What follows belongs to an exercise in optimizing a design on an open flow for a short achievable clock period and few clock cycles; a production flow would make more cautious choices. In this exercise RTL edits were held to simulation tests only and were not proved equivalent to the original. Power is estimated from default activity; no workload was simulated.

## flow/run.sh

```bash
#!/bin/bash
# synth_recipe.tcl (not shown) runs the flow's synth.tcl, then flattens the netlist and writes it again
# the make line also repeats each setting of config.mk as NAME=value (left out here)
make -C /OpenROAD-flow-scripts/flow DESIGN_CONFIG=/design/flow/config.mk WORK_HOME=/design/flow/orfs CLKGATE_MAP_FILE= SYNTH_SCRIPT=/design/flow/synth_recipe.tcl finish
```

## flow/config.mk

```make
export PLATFORM = sky130hd
export DESIGN_NAME = SingleCycle_MIPS
export DESIGN_NICKNAME = SingleCycle_MIPS
export VERILOG_FILES = /design/flow/design.v
export SDC_FILE = /design/flow/constraint.sdc
export NUM_CORES = 4
export LEC_CHECK = 0
export CAP_MARGIN = 20
export CORE_MARGIN = 2
export CORE_UTILIZATION = 35
export PLACE_DENSITY = 0.55
export SETUP_SLACK_MARGIN = 0.5
export SLEW_MARGIN = 20
```

## flow/constraint.sdc

```tcl
create_clock -name core_clock -period 10.0 [get_ports {clk}]
set_input_delay 2.0000 -clock core_clock [delete_from_list [all_inputs] [get_ports {clk}]]
set_output_delay 2.0000 -clock core_clock [all_outputs]
set_load 0.01 [all_outputs]
```

## flow/design.v

```verilog
module SingleCycle_MIPS( 
    clk,
    rst_n,
    IR_addr,
    IR,
    RF_writedata,
    ReadDataMem,
    CEN,
    WEN,
    A,
    ReadData2,
    OEN,
    RF_wen,
    RF_waddr
);
    input         clk, rst_n;
    input  [31:0] IR;
    output [31:0] IR_addr ,RF_writedata;
    input  [31:0] ReadDataMem;   
    output        CEN;   
    output        WEN;   
    output [6:0] A;   
    output [31:0] ReadData2;   
    output        OEN;   
    output        RF_wen;     
    output  [4:0] RF_waddr;   
wire [25:0] Inst_25_0;
wire [4:0] Inst_25_21;
wire [4:0] Inst_20_16;
wire [4:0] Inst_15_11;
wire [15:0] Inst_15_0;
wire [31:0] shamt; 
wire [31:0] pc; 
wire [5:0] opcode;
wire [5:0] func;
wire RegDST;
wire ALUSrc;
wire MemToReg;
wire RegWrite; 
wire MemRead;
wire MemWrite;
wire Jump;
wire branch;
wire ALUzero;
wire [3:0]  ALU_Control;
wire [1:0]  ALUOp;
wire [31:0] ALU_Result;
wire [31:0] ALU_datain2_src0;
wire [31:0] ALU_datain2;
wire [4:0]  r_wr_addr;
wire [4:0]  r_rd_addr1;
wire [4:0]  r_wr_addr0;
wire [31:0] r_wr_data;
wire [31:0] r_rd_data1;
wire [31:0] r_rd_data2;
wire [31:0] r_wr_data0;
wire [31:0] pc_plus_4;   
wire _JAL;     
wire _JR;      
wire [31:0] Inst_15_0_signext; 
wire [31:0] br_signext_sl2;
assign opcode = IR[31:26];
assign func  = IR[5:0];
assign Inst_25_0   = IR[25:0];
assign Inst_25_21  = IR[25:21];
assign Inst_20_16  = IR[20:16];
assign Inst_15_11  = IR[15:11];
assign Inst_15_0   = IR[15:0];
assign shamt       = {27'd0,IR[10:6]};
assign OEN = 0;
assign WEN = !MemWrite;
assign CEN = (!opcode)? 1:0;
assign ReadData2 = r_rd_data2;
pc pc_0 ( .clk              (clk           ),
          .rst              (rst_n         ), 
          .br_signextend_sl2(br_signext_sl2), 
          .Inst_25_0        (Inst_25_0     ),
          .Jump             (Jump          ), 
          .branch           (branch        ),
          .ALUzero          (ALUzero       ),
          .pc               (pc            ),
          .pc_plus_4        (pc_plus_4     ),
          ._JR              (_JR           ),
          .r_rd_data1         (r_rd_data1    )
         );
Control_Unit Control_Unit_0( .opcode     (opcode     ),
                             .func       (func       ),
                             .RegDST     (RegDST     ),
                             .ALUSrc     (ALUSrc     ),
                             .MemToReg   (MemToReg   ),
                             .RegWrite   (RegWrite   ),
                             .MemRead    (MemRead    ),
                             .MemWrite   (MemWrite   ),
                             .Jump       (Jump       ),
                             .Branch     (branch     ),
                             .ALUOp      (ALUOp      ),
                             ._JAL       (_JAL       ),
                             ._JR        (_JR        )
                            );
Register register_0(.clk      (clk         ),
                    .rst      (rst_n       ),
                    .RegWrite (RegWrite    ),
                    .Reg_R1   (Inst_25_21  ),
                    .Reg_R2   (Inst_20_16  ),
                    .Reg_W    (r_wr_addr  ),
                    .WriteData(r_wr_data   ),
                    .ReadData1(r_rd_data1  ),
                    .ReadData2(r_rd_data2  )
                    );
ALUControl ALUControl_0(.ALUctrl    (ALU_Control),
	                      .ALUOp      (ALUOp      ),
	                      .ALU_CtrlIn (func       )
                        );
ALU ALU_0(.ALUin1    (r_rd_data1  ),
	        .ALUin2    (ALU_datain2 ),
	        .ALUctrl   (ALU_Control ),
	        .ALUresult (ALU_Result  ),
	        .ALUzero   (ALUzero     )
         );
signextend signextend_0(.in  (Inst_15_0        ),
                        .out (Inst_15_0_signext)
                       );
shift br_lshift_0(.in(Inst_15_0_signext),
                  .out(br_signext_sl2   )
                 );
mux_5 MUX_RegDST(.in0(Inst_20_16), 
               .in1(Inst_15_11), 
               .out(r_wr_addr0), 
               .sel(RegDST    )
              );
mux_5 MUX_RegDST_1(.in0(r_wr_addr0), 
                 .in1(5'd31     ), 
                 .out(r_wr_addr ), 
                 .sel(_JAL      )
                );
mux_32 MUX_Src(.in0(r_rd_data2       ), 
            .in1(Inst_15_0_signext), 
            .out(ALU_datain2      ), 
            .sel(ALUSrc           )
           );
mux_32 MUX_MemToReg(.in0(ALU_Result ), 
                 .in1(ReadDataMem), 
                 .out(r_wr_data0 ), 
                 .sel(MemToReg   )
                );
mux_32 MUX_MemToReg_1(.in0(r_wr_data0), 
                   .in1(pc_plus_4 ), 
                   .out(r_wr_data ), 
                   .sel(_JAL      )
                  );
assign IR_addr = pc;
assign RF_writedata = r_wr_data;
assign RF_wen = RegWrite && (r_wr_addr != 5'd0);
assign RF_waddr = r_wr_addr;
assign A = ALU_Result[8:2];
endmodule
module ALUControl(ALUctrl, ALUOp, ALU_CtrlIn); 
output reg[3:0] ALUctrl;  
input [1:0] ALUOp;  
input [5:0] ALU_CtrlIn;
always@(ALUOp or ALU_CtrlIn)begin
if(ALUOp != 2'b10)begin
case (ALUOp)
  2'b00 : ALUctrl = 4'b0010;  
  2'b01 : ALUctrl = 4'b0110;  
    default: ALUctrl = 4'b1111;
endcase
end
else begin
case(ALU_CtrlIn)
    6'b100000 : ALUctrl = 4'b0010;  
    6'b100010 : ALUctrl = 4'b0110;  
    6'b100100 : ALUctrl = 4'b0000;  
    6'b100101 : ALUctrl = 4'b0001;  
    6'b101010 : ALUctrl = 4'b0111;  
    default: ALUctrl = 4'b1111;
endcase
end
end
endmodule
module ALU(ALUresult, ALUzero, ALUin1, ALUin2, ALUctrl);
input [31:0] ALUin1,ALUin2;
input [3:0] ALUctrl;
output  ALUzero;
output reg[31:0] ALUresult;
always@(ALUin1 or ALUin2 or ALUctrl)begin
case (ALUctrl)
    4'b0010 : ALUresult = ALUin1 + ALUin2;
    4'b0110 : ALUresult = ALUin1 - ALUin2;
    4'b0000 : ALUresult = ALUin1 & ALUin2;
    4'b0001 : ALUresult = ALUin1 | ALUin2;
    4'b0111 : ALUresult = (ALUin1 < ALUin2) ? 1 : 0;
  default: ALUresult = 0;
endcase
end
assign ALUzero = (ALUctrl == 4'b0110 && ALUresult == 0) ? 1 : 0;
endmodule
module mux_32(out, sel, in0, in1);
input [31:0] in0, in1;
input sel;
output reg[31:0] out;
always @(in0 or in1 or sel)begin
case(sel)
    1'b0 : out = in0;
    1'b1 : out = in1;
  default : out = 0 ;
endcase
end
endmodule
module mux_5(out, sel, in0, in1);
input [4:0] in0, in1;
input sel;
output reg[4:0] out;
always @(in0 or in1 or sel)begin
case(sel)
    1'b0 : out = in0;
    1'b1 : out = in1;
  default : out = 0 ;
endcase
end
endmodule
module Control_Unit(opcode, func, RegDST, Jump, Branch, MemRead, MemToReg, ALUOp, MemWrite, ALUSrc, RegWrite,_JAL,_JR);
input[5:0] opcode;
input[5:0] func;
output RegDST;   
output Jump;
output Branch;  
output MemRead;  
output MemToReg;  
output reg[1:0] ALUOp;  
output MemWrite;  
output ALUSrc;  
output RegWrite;
output _JAL; 
output _JR;
assign RegDST    = (opcode==6'b0);
assign ALUSrc    = (opcode!=6'b0) && (opcode!=6'b000100);
assign MemToReg  = (opcode==6'b100011);
assign RegWrite  = (opcode!=6'b101011) && (opcode!=6'b000100) && (opcode!=6'b000010) && (!((opcode==6'd0) &&  (func==6'b001000))); 
assign MemRead   = (opcode==6'b100011);
assign MemWrite  = (opcode==6'b101011) && (opcode !=6'b000010) && (opcode !=6'b000011);
assign Jump      = (opcode==6'b000010) || (opcode== 6'b000011);
assign Branch    = (opcode==6'b000100);
assign _JAL      = (opcode==6'b000011);
assign _JR       = (opcode==6'b0) && (func==6'b001000);
always@(*)begin
    if(opcode == 6'b0) ALUOp = 2'b10;
    else begin
        if(opcode!=6'b000100)ALUOp = 2'b00;
        else ALUOp = 2'b01;
    end
end
endmodule
module shift(in, out);
input [31:0] in;
output [31:0] out;
reg [31:0] shift;
always@(in)begin
shift = in << 2;
end
assign out = shift;
endmodule
module Register(clk,rst,RegWrite, Reg_R1, Reg_R2, Reg_W, WriteData, ReadData1, ReadData2);
input clk;
input rst;
input RegWrite;
input  [4:0] Reg_R1;
input  [4:0] Reg_R2;
input  [4:0] Reg_W;
input  [31:0] WriteData;
output [31:0] ReadData1;
output [31:0] ReadData2;
reg[31:0] register[1:31];
always@(posedge clk or negedge rst) begin
if(rst == 1'b0)begin
register[1] <= 0;
register[2] <= 0;
register[3] <= 0;
register[4] <= 0;
register[5] <= 0;
register[6] <= 0;
register[7] <= 0;
register[8] <= 0;
register[9] <= 0;
register[10] <= 0;
register[11] <= 0;
register[12] <= 0;
register[13] <= 0;
register[14] <= 0;
register[15] <= 0;
register[16] <= 0;
register[17] <= 0;
register[18] <= 0;
register[19] <= 0;
register[20] <= 0;
register[21] <= 0;
register[22] <= 0;
register[23] <= 0;
register[24] <= 0;
register[25] <= 0;
register[26] <= 0;
register[27] <= 0;
register[28] <= 0;
register[29] <= 0;
register[30] <= 0;
register[31] <= 0;
end
else if((RegWrite==1'b1) && (Reg_W!=5'd0)) begin
    register[Reg_W] <= WriteData;
  end
end
assign ReadData1 = (Reg_R1==5'd0) ? 32'd0 : register[Reg_R1];   
assign ReadData2 = (Reg_R2==5'd0) ? 32'd0 : register[Reg_R2];
endmodule
module pc(clk, rst, br_signextend_sl2, Inst_25_0, Jump, branch, ALUzero, pc, pc_plus_4,_JR,r_rd_data1);
input clk, rst;
input [31:0] br_signextend_sl2;
input [25:0] Inst_25_0;
input Jump;
input branch;
input ALUzero;
input _JR;
input[31:0] r_rd_data1;
output [31:0] pc;
output [31:0] pc_plus_4;
reg  [31:0] pc_val;
wire [31:0] br_loc;
wire branch_EN;
assign pc_plus_4 = pc_val + 32'd4;       
assign branch_EN = branch & ALUzero;
assign br_loc = pc_plus_4 + br_signextend_sl2;
assign pc = pc_val;
wire [4:0] Inst_25_21;
assign Inst_25_21 = Inst_25_0[25:21];
always @ (posedge clk or negedge rst) 
begin 
  if (rst==1'b0) begin
    pc_val <= 31'd0;
  end 
 else if (Jump==1'b1) begin
    pc_val <= {pc_plus_4[31:28],Inst_25_0,2'b00};
  end 
  else if (branch_EN==1'b1) begin
    pc_val <= br_loc;
  end
  else if(_JR==1'b1)begin
    pc_val <= r_rd_data1;
  end
  else begin
    pc_val <= pc_plus_4;
  end
end
endmodule
module signextend(in, out);
input [15:0] in;
output [31:0] out;
reg [31:0] ext;
always @(*) begin
 ext [15:0]  = in;
 ext [31:16] = {16{in[15]}};
end
assign out = ext;
endmodule
```

==> run notes <==
[tightest hold or removal path: stages, from the launching register on]
cell	delay [ns]
dfrtp_1	0.35
nand2_1	0.05
o21ai_0	0.06
[through the flow]
| step | instances | setup slack, ns | cell area (µm²) | utilization [%] |
|---|---|---|---|---|
| 6_report | 9790 | 0.288 | 77000 | 48.0 |
| 5_1_grt | 9783 | 0.170 | 77000 | 48.0 |
| 3_3_place_gp | 9353 | -1.80 | 68100 | 42.4 |
| 3_5_place_dp | 9353 | -1.74 | 68100 | 42.4 |
| 2_1_floorplan | 6614 | 0.607 | 56700 | - |
| 4_1_cts | 9714 | 0.410 | 75200 | 46.8 |
[per-layer routing]
metal	vias up	global-route usage (%)	wire length, µm
met5	-	0	131
met4	15	26.4	28700
met3	1474	14.3	44000
met2	4823	62.8	150000
met1	31000	53.0	135000
li1	26100	-	-
[power by group through the flow]
stage	logic, W	registers (W)	clock network (W)
2_1_floorplan	0.00388	0.00729	0
3_3_place_gp	0.00747	0.00838	0
5_1_grt	0.00951	0.00861	0.00469
4_1_cts	0.00818	0.00832	0.00453
3_5_place_dp	0.00757	0.00834	0
6_report	0.00886	0.00855	0.00452
[cell families after synthesis]
group	count (synthesis)	synth area share, %
xor+xnor	54	0.835
simple gates	2112	16.4
flops	1024	45.2
fa+ha+maj	129	2.89
mux	48	0.857
other cells	1	0.00662
compound gates	2498	28.6
buf+inv	748	5.15
[cell type report]
| cell class | count | area share (%) |
|---|---|---|
| multi-input cells | 4842 | 40.6 |
| flip-flops and latches | 1024 | 33.3 |
| clock inverters | 53 | 0.814 |
| inverters | 146 | 0.750 |
| repair buffers | 1400 | 16.8 |
| clock buffers | 158 | 4.27 |
| diodes | 7 | 0.0227 |
| well taps | 2160 | 3.51 |
[path summary, 6_finish.rpt]
check	from	endpoint	slack, ns	depth (start not counted)
setup / recovery	IR[19]	RF_writedata[31]	0.29	32
min in group asynchronous	rst_n	register_0.register[31][24]	1.19	1
max in group asynchronous	rst_n	register_0.register[31][11]	6.66	3
setup reg to reg	register_0.register[30][10]	pc_0.pc_val[27]	2.02	51
hold reg to reg	register_0.register[13][23]	register_0.register[13][23]	0.50	2
hold / removal	register_0.register[13][23]	register_0.register[13][23]	0.50	2
[sequential cells by signal, indices dropped and copies added, names as in the netlist]
| signal | count |
|---|---|
| pc_0.pc_val | 32 |
| register_0.register | 992 |
[timing repair]
action                                  4_1_cts  5_1_grt
endpoints found under the setup margin       37       56
pin swaps                                   169      162
cloned                                        3        3
resized for setup                           515      264
hold endpoints to repair                      0        0
buffers inserted                            147       63
[synth_stat cells (all sizes together) (25+ instances only)]
library cell / number / share of area [%]
nor2: 380 / 2.5
xnor2: 37 / 0.57
ha: 126 / 2.8
a221oi: 172 / 2.7
inv: 146 / 0.97
a222oi: 60 / 1.1
mux2i: 44 / 0.78
nand3: 145 / 1.3
nand4: 131 / 1.4
a21o: 37 / 0.49
nand2b: 25 / 0.28
nor3: 96 / 0.86
and3: 45 / 0.50
a22o: 158 / 2.4
nor4: 31 / 0.36
a22oi: 505 / 6.7
buf: 77 / 0.70
nand2: 1125 / 7.5
dfrtp: 1024 / 45
o21ai: 1042 / 9.2
a211oi: 44 / 0.63
clkbuf: 525 / 3.5
a21oi: 288 / 2.6
==> impl_metrics.json <==
{
  "status": "finished clean",
  "synth_edf_count": 0,
  "die_w_um": 406,
  "cts_buffer_depth": 3,
  "worstHoldPathType": "reg2reg",
  "cp_num_buf_inv": 13,
  "fmax_mhz": 103,
  "internal_power_w": 0.0123,
  "ios": 178,
  "final_common_cell": "nand2_1",
  "synth_warnings": 10,
  "ys.flop_type": "dfrtp_1",
  "core_um2": 161000,
  "p_sw_w": 0.00961,
  "drt-pass1-iter-count": 13,
  "io_buffers": 176,
  "num_vias": 63400,
  "ctsHoldBuffers": 0,
  "die_h_um": 406,
  "antenna_found_initial": 12,
  "cts_tree": "yes",
  "p_leak_nw": 34.4,
  "path_class": "in2out",
  "async_flop_share_pct": 100,
  "worst_slew_pin_slew_ns": 1.23,
  "via_per_inst": 6.47,
  "layout.nets": 7725,
  "path_delay_family": "simple AND/OR/NAND/NOR gates",
  "finalPower_w": 0.0219,
  "yosysUniqueCellTypes": 94,
  "cp.required_ns": 8.00,
  "grt_pass1_vias": 59600,
  "slowest_stage": "or4_1",
  "cts_root_buf": "clkbuf_16",
  "rsz0062_at_grt": "true",
  "timing.final.crit_share_pct": 97.1,
  "p_comb_share_pct": 40.4,
  "overflow": 0,
  "min_period_ns": 9.71,
  "gp_congestion": 1.07,
  "tns_ns": 0,
  "wl_per_cell_um": 36.6,
  "synthCells": 6614,
  "hpwlAfterDp_mm": 248,
  "clk_pin_slew_ns": 0.06,
  "drt-initial-drc-count": 9710,
  "ys_seq_elements": 1024,
  "final_cell_mix": "nand2_1 (1094), dfrtp_1 (1024), o21ai_0 (1000), buf_4 (965), a22oi_1 (495)",
  "start_kind": "primary input",
  "area_delta_synth_final_pct": 36.0,
  "setup_viol": 0,
  "n_fill_cell": 15400,
  "h-tree-depth": 3,
  "drive_gt1_share_pct": 25.4,
  "grt_usage_pct": 42.4,
  "multiInputGateArea_um2": 31300,
  "synthesis.nets": 6809,
  "max-vdd-ir-drop_mv": 0.172,
  "cts_buffers": 116,
  "p_clk_share_pct": 20.6,
  "seq_area_um2": 25600,
  "pwr_density_cell_nw_per_um2": 285,
  "clk_latency_ns": 0.80,
  "avgSynthCellArea_um2": 8.57,
  "crit_arrival_ns": 7.71,
  "slew_headroom_pct": 18.2,
  "drc_errors": 0,
  "drt_wl_total_mm": 359,
  "pwr-share-seq_pct": 39.0,
  "hold_violations": 0,
  "cp_max_fo": 11,
  "die-area_um2": 165000,
  "crit_path_frequent_cell": "buf_4",
  "grt_max_degree": 164,
  "maxSlewViolCount": 0,
  "cpPeakStageDelay_ns": 0.53,
  "p_sw_share_pct": 43.8,
  "seq_area_frac_synth_pct": 45.2,
  "num_rows": 147,
  "fin_hold_ws_ns": 0.496,
  "cts_sinks": 1024,
  "drv_cap": 0,
  "postRouteAntennaNets": 0,
  "start_util_pct": 35.3,
  "synth_area_um2": 56700,
  "grt_pass1_wl_mm": 489,
  "end_kind": "output port",
  "skew_ns": 0.0612
}
Testbench counts, summed over its fixed seeds: cycles 129,679.

## static timing again, ports no longer ideal
Ports are ideal in the flow. The routed layout listed here was re-timed in OpenROAD. Step 1: set_driving_cell puts a clkbuf_16 on clk and a buf_2 on each other input, an assumption about the parent block. Step 2 adds t to the input delays and takes it off the output delays; t is the mean of the earliest and latest rising clock arrival at the registers after step 1. Input paths then give back, and output paths get back, about the clock's delay inside the block. a / b / c = ideal / step 1 / step 2; a / b = the first two.
t, ns: 0.865
setup slack, ns: 0.288 / 0.249 / -0.333
worst setup path after step 2: input to register
slew at the worst register clock pin (ns): 0.07 / 0.07
With both steps, setup timing fails in this run, where it was met with ideal ports. For this run, drivers alone change the setup slack by -0.039 ns; drivers and shift together by -0.621 ns.
